From an optimization exercise on the open Yosys and OpenROAD flow, aimed at small area; shortcuts taken in it are not production practice. Where RTL was checked, it was by simulation tests only, not by an equivalence proof against the original.

==> inputs of run M <==
==> flow/design.v (excerpt) <==
module pipelined_cordic(
    input Clk, Rst,
    input signed [15:0] x_in, y_in,
    output signed [15:0] magnitude,
    output signed [15:0] angle
);
reg [14:0] x0;
reg [15:0] y0;
reg [14:0] x1;
reg [15:0] y1;
reg [0:0] d1;
reg [14:0] x2;
reg [14:0] y2;
reg [1:0] d2;
reg [14:0] x3;
reg [13:0] y3;
reg [2:0] d3;
reg [14:0] x4;
reg [12:0] y4;
reg [3:0] d4;
reg [14:0] x5;
reg [11:0] y5;
reg [4:0] d5;
reg [14:0] x6;
reg [10:0] y6;
reg [5:0] d6;
reg [14:0] x7;
reg [9:0] y7;
reg [6:0] d7;
reg [14:0] x8;
reg [8:0] y8;
reg [7:0] d8;
reg [14:0] x9;
reg [7:0] y9;
reg [8:0] d9;
reg [14:0] x10;
reg [6:0] y10;
reg [9:0] d10;
reg [14:0] x11;  
reg [5:0] y11;
reg [10:0] d11;
reg cy11;  
reg [14:0] x12;  
reg [5:0] y12;
reg [11:0] d12;
reg cy12;  
reg [14:0] x13;  
reg [4:0] y13;
reg [12:0] d13;
reg cy13;  
wire [14:0] x14;  
wire [4:0] y14;
wire [13:0] d14;
wire cy14;  
reg [14:0] x15; reg [14:0] d15; reg s15;
always @(posedge Clk) begin
    x0 <= x_in[14:0];
    y0 <= y_in;
end
wire s0 = y0[15];
wire ns0 = ~s0;
wire [14:0] u0 = y0[14:0] ^ {15{s0}};
wire [14:0] z0 = ~u0;
wire f_1_s, f_1_c; fa1 f_1 (.a(x0[0]), .b(u0[0]), .c(s0), .s(f_1_s), .co(f_1_c));
wire f_2_s, f_2_c; fa1 f_2 (.a(x0[1]), .b(u0[1]), .c(f_1_c), .s(f_2_s), .co(f_2_c));
wire f_3_s, f_3_c; fa1 f_3 (.a(x0[2]), .b(u0[2]), .c(f_2_c), .s(f_3_s), .co(f_3_c));
wire f_4_s, f_4_c; fa1 f_4 (.a(x0[3]), .b(u0[3]), .c(f_3_c), .s(f_4_s), .co(f_4_c));
wire f_5_s, f_5_c; fa1 f_5 (.a(x0[4]), .b(u0[4]), .c(f_4_c), .s(f_5_s), .co(f_5_c));
  ...
Settings: LEC_CHECK=0, CAP_MARGIN=20, CORE_MARGIN=2, CORE_UTILIZATION=70, PLACE_DENSITY=0.85, SLEW_MARGIN=20, SYNTH_HIERARCHICAL=1, SYNTH_MINIMUM_KEEP_SIZE=0; clock period 4.5 ns.
standard.sh (not shown) runs the stock make flow with config.mk's settings and CLKGATE_MAP_FILE= SYNTH_SCRIPT=/design/flow/synth_recipe.tcl, a recipe that flattens the netlist after the stock synthesis.
==> flow/flow/run.sh <==
#!/bin/bash
# Standard layout; the port buffers use the smallest buffer cell and the
# clock tree is built without dummy loads.
set -euo pipefail
export BUFFER_PORTS_ARGS="-buffer_cell sky130_fd_sc_hd__buf_1"
export CTS_ARGS="-sink_clustering_enable -repair_clock_nets -sink_clustering_size 20 -sink_clustering_max_diameter 60 -buf_list sky130_fd_sc_hd__clkbuf_8 -dont_use_dummy_load"
bash standard.sh > standard.log 2>&1
==> run Y (differences from run M) <==
==> flow/flow/run.sh (replaced) <==
#!/bin/bash
# Standard layout; the port buffers use the smallest buffer cell and the
# clock tree is built without dummy loads.
set -euo pipefail
export BUFFER_PORTS_ARGS="-buffer_cell sky130_fd_sc_hd__buf_1"
export CTS_ARGS="-sink_clustering_enable -repair_clock_nets -sink_clustering_size 16 -sink_clustering_max_diameter 80 -buf_list \"sky130_fd_sc_hd__clkbuf_4 sky130_fd_sc_hd__clkbuf_8\" -dont_use_dummy_load"
bash standard.sh > standard.log 2>&1
CORE_UTILIZATION = 60   (was 70)
PLACE_DENSITY = 0.75   (was 0.85)
==> run A (differences from run M) <==
==> flow/flow/run.sh (replaced) <==
#!/bin/bash
# Standard layout; the port buffers use the smallest buffer cell and the
# clock tree is built without dummy loads.
set -euo pipefail
export BUFFER_PORTS_ARGS="-buffer_cell sky130_fd_sc_hd__buf_1"
export CTS_ARGS="-sink_clustering_enable -repair_clock_nets -sink_clustering_size 32 -sink_clustering_max_diameter 60 -buf_list sky130_fd_sc_hd__clkbuf_16 -dont_use_dummy_load"
bash standard.sh > standard.log 2>&1
CORE_UTILIZATION = 60   (was 70)
PLACE_DENSITY = 0.75   (was 0.85)
==> run K (differences from run M) <==
==> flow/flow/run.sh (replaced) <==
#!/bin/bash
# Standard layout; the port buffers use the smallest buffer cell and the
# clock tree is built without dummy loads.
set -euo pipefail
export BUFFER_PORTS_ARGS="-buffer_cell sky130_fd_sc_hd__buf_1"
export CTS_ARGS="-sink_clustering_enable -repair_clock_nets -sink_clustering_size 16 -sink_clustering_max_diameter 80 -buf_list sky130_fd_sc_hd__clkbuf_8 -dont_use_dummy_load"
bash standard.sh > standard.log 2>&1
CORE_UTILIZATION = 60   (was 70)
GPL_TIMING_DRIVEN = 0   (was default)
PLACE_DENSITY = 0.75   (was 0.85)
==> results.yml <==
run_status:
  status: "no timing/DRC/antenna violations"
global_route:
  grt_util_met2: 0.3845
  grt_use_met1: 0.2313
detailed_routing:
  wl_per_cell_um: 14.73
  wl_um: 28170
  drt_iter0_drc: 334
  num_vias: 9612
timing:
  whs_ns: 0.3189
placed_design:
  dp_cells: 1873
die:
  die_x_um: 173.9
setup_path:
  path_buf_inv: 1
  worst_ep_arrival_time_ns: 4.86
  ff2ff_setup_slack_ns: 0.09
clock_tree:
  cts.clk_slew.worst_paths_ns: 0.12
The numbers above come from run M.

==> results.yml <==
clock_tree:
  cts.clk_slew.worst_paths_ns: 0.10
detailed_routing:
  drt_iter0_drc: 290
  wl_per_cell_um: 13.43
  wl_um: 26450
global_route:
  grt_util_met2: 0.3123
  grt_use_met1: 0.1931
run_status:
  status: "no timing/DRC/antenna violations"
setup_path:
  path_buf_inv: 0
placed_design:
  dp_cells: 1938
timing:
  whs_ns: 0.2982
die:
  die_x_um: 187.5
The numbers above come from run A.

==> results.yml <==
global_route:
  antenna_found_initial: 0
  grt_use_met1: 0.1941
timing:
  fin_crit_ns: 4.341
  whs_ns: 0.3155
setup_path:
  worst_ep_arrival_time_ns: 4.75
  ff2ff_setup_slack_ns: 0.16
  path_buf_inv: 0
placed_design:
  dp_cells: 1938
detailed_routing:
  wl_per_cell_um: 13.37
  num_vias: 9376
  wl_um: 26460
  drt_iter0_drc: 281
run_status:
  status: "no timing/DRC/antenna violations"
yosys:
  synth.cell_area_mm2: 0.02020
  synth-compound-area-share: 0.01797
clock_tree:
  cts.clk_slew.worst_paths_ns: 0.10
die:
  die_x_um: 187.5
The numbers above come from run Y.

==> results.yml <==
run_status:
  status: "no timing/DRC/antenna violations"
setup_path:
  ff2ff_setup_slack_ns: 0.13
  worst_ep_arrival_time_ns: 4.80
  path_buf_inv: 1
die:
  die_x_um: 187.5
detailed_routing:
  wl_um: 26730
  wl_per_cell_um: 13.34
  route.met3.wl_um: 871
global_route:
  grt_use_met1: 0.1926
  grt_util_met2: 0.3118
placed_design:
  dp_cells: 1952
yosys:
  synthAdderAreaFrac: 0.2479
timing:
  whs_ns: 0.2907
clock_tree:
  cts.clk_slew.worst_paths_ns: 0.10
The numbers above come from run K.


========
==> 03-11 <==
Another version of the RTL of pipelined_cordic (not shown whole).
Settings: LEC_CHECK=0, CAP_MARGIN=20, CORE_MARGIN=2, CORE_UTILIZATION=40, CTS_BUF_LIST=sky130_fd_sc_hd__clkbuf_8, CTS_CLUSTER_DIAMETER=80, CTS_CLUSTER_SIZE=16, PLACE_DENSITY=0.6, SLEW_MARGIN=20, SYNTH_HIERARCHICAL=1, SYNTH_MINIMUM_KEEP_SIZE=0; clock period 4.5 ns.
run.sh (not shown) runs the stock make flow with config.mk's settings and CLKGATE_MAP_FILE= SYNTH_SCRIPT=/design/flow/synth_recipe.tcl, a recipe that flattens the netlist after the stock synthesis.
Stock flow here: none of the scripts above is used.
==> inputs of 09-17, as changes to 03-11 <==
==> flow/flow/run.sh (new file) <==
#!/bin/bash
# Standard layout; the port buffers use the smallest buffer cell.
set -euo pipefail
export BUFFER_PORTS_ARGS="-buffer_cell sky130_fd_sc_hd__buf_1"
bash standard.sh > standard.log 2>&1
==> flow/standard.sh (new file) <==
#!/bin/bash
# synth_recipe.tcl (not shown) runs the flow's synth.tcl, then flattens the netlist and writes it again
# the make line also repeats each setting of config.mk as NAME=value (left out here)
make -C /OpenROAD-flow-scripts/flow DESIGN_CONFIG=/design/flow/config.mk WORK_HOME=/design/flow/orfs CLKGATE_MAP_FILE= SYNTH_SCRIPT=/design/flow/synth_recipe.tcl "${@:-finish}"
removed: flow/run.sh
==> summary of the runs <==
- 09-17 ran to the end with no violations. 03-11 produced a clean layout.
- Critical path depth is the same in 09-17 and 03-11.
- Register-to-register slack: 09-17 is better than 03-11 (0.04 ns).
- Between 03-11 and 09-17, the lower maximum frequency is in 03-11 (gap about 1%, measured against 09-17).
==> figures <==
metric                                                             09-17           03-11
Fill cell total of the finished layout                              5191            5225
Routing usage on met3                                              2.06%           2.12%
Final wirelength                                                33100 um        33200 um
Area occupied by registers                                    11400 um^2      11400 um^2
Run status                                                finished clean  finished clean
Final critical delay including setup and external delays         4.28 ns         4.32 ns
Tcrit/Tclk final                                                   95.2%           96.1%
Worst slack, placed                                            0.0205 ns       0.0420 ns
Met1 Usage GRT                                                     13.1%           13.4%
Utilization after layout                                           43.4%           44.1%
Wirelength per Cell                                              13.4 um         13.5 um
Function was not checked in any run of this note: the RTL went through the layout flow alone.

========
==> 09-06 <==
pipelined_cordic, a different RTL version from the one above (not shown whole).
Settings: LEC_CHECK=0, CAP_MARGIN=20, CORE_MARGIN=2, CORE_UTILIZATION=65, PLACE_DENSITY=0.8, SLEW_MARGIN=20, SYNTH_HIERARCHICAL=1, SYNTH_MINIMUM_KEEP_SIZE=0; clock period 4.5 ns.
standard.sh (not shown) runs the stock make flow with config.mk's settings and CLKGATE_MAP_FILE= SYNTH_SCRIPT=/design/flow/synth_recipe.tcl, a recipe that flattens the netlist after the stock synthesis.
==> flow/flow/run.sh <==
#!/bin/bash
# Standard layout; the port buffers use the smallest buffer cell and the
# clock tree is built without dummy loads.
set -euo pipefail
export BUFFER_PORTS_ARGS="-buffer_cell sky130_fd_sc_hd__buf_1"
export CTS_ARGS="-sink_clustering_enable -repair_clock_nets -sink_clustering_size 11 -sink_clustering_max_diameter 45 -buf_list sky130_fd_sc_hd__clkbuf_4 -dont_use_dummy_load"
bash standard.sh > standard.log 2>&1
==> 09-04: changes against 09-06 <==
==> flow/flow/run.sh (replaced) <==
#!/bin/bash
# Standard layout; the port buffers use the smallest buffer cell and the
# clock tree is built without dummy loads.
set -euo pipefail
export BUFFER_PORTS_ARGS="-buffer_cell sky130_fd_sc_hd__buf_1"
export CTS_ARGS="-sink_clustering_enable -repair_clock_nets -sink_clustering_size 10 -sink_clustering_max_diameter 50 -buf_list sky130_fd_sc_hd__clkbuf_4 -dont_use_dummy_load"
bash standard.sh > standard.log 2>&1
- CORE_UTILIZATION: 65 -> 55
- PLACE_DENSITY: 0.8 -> 0.7
==> impl_metrics.csv <==
group,metric,value,unit
final_layout,seq_area,11240,um^2
global_routing,use_met1,0.1745,
status,status,"complete, no violations",
final_layout,final_cell_mix,"511 x dfxtp_1, 182 x fa_1, 166 x xnor2_1",
setup_path,rrSetupSlack,170,ps
floorplan,core_area,35660,um^2
clocking,htreeDepth,3,
floorplan,rows,69,
That was 09-04.
==> impl_metrics.csv <==
group,metric,value,unit
timing,rsz0062_at_grt,"yes",
setup_path,rrSetupSlack,150,ps
floorplan,core_area,30430,um^2
clocking,clkLatencyLatePin,720,ps
final_layout,seq_area,11240,um^2
setup_path,crit_arrival,4870,ps
global_routing,use_met1,0.2141,
final_layout,multi_input_area,8253,um^2
logic_synthesis,synth_top_cells_by_count,"516 x dfxtp_1, 194 x fa_1, 172 x xnor2_1",
final_layout,final_cell_mix,"509 x dfxtp_1, 179 x fa_1, 168 x xnor2_1",
status,status,"complete, no violations",
That was 09-06.

==> afterwards: timing with drivers on the ports <==
The results above use ideal ports. As a check the final layouts listed here were re-extracted and re-timed, cells and wires unchanged. Step 1 assumes that a clkbuf_16 drives the clock port and a buf_2 every other input. Step 2 times the ports against the registers' clock, not the clock port: input delays grow and output delays shrink by t, the midpoint of the rising clock arrivals with the driver on. a / b / c = no drivers / after step 1 / after step 2; a / b = the first two.
run	shift t [ns]	slack for setup (ns)	worst hold slack (ns)
run M	0.568	0.085 / 0.085 / 0.085	0.319 / 0.319 / 0.319
run Y	0.583	0.159 / 0.159 / 0.159	0.315 / 0.315 / 0.315
run A	0.605	0.141 / 0.141 / 0.141	0.298 / 0.298 / 0.298
run K	0.597	0.127 / 0.127 / 0.127	0.291 / 0.291 / 0.291
03-11	0.659	0.175 / 0.175 / 0.175	0.328 / 0.328 / 0.328
09-17	0.659	0.218 / 0.218 / 0.218	0.319 / 0.304 / 0.319
09-06	0.714	0.150 / 0.150 / 0.150	0.229 / 0.209 / 0.275
09-04	0.739	0.171 / 0.171 / 0.171	0.222 / 0.200 / 0.287
After both steps setup and hold are still met in every run listed.
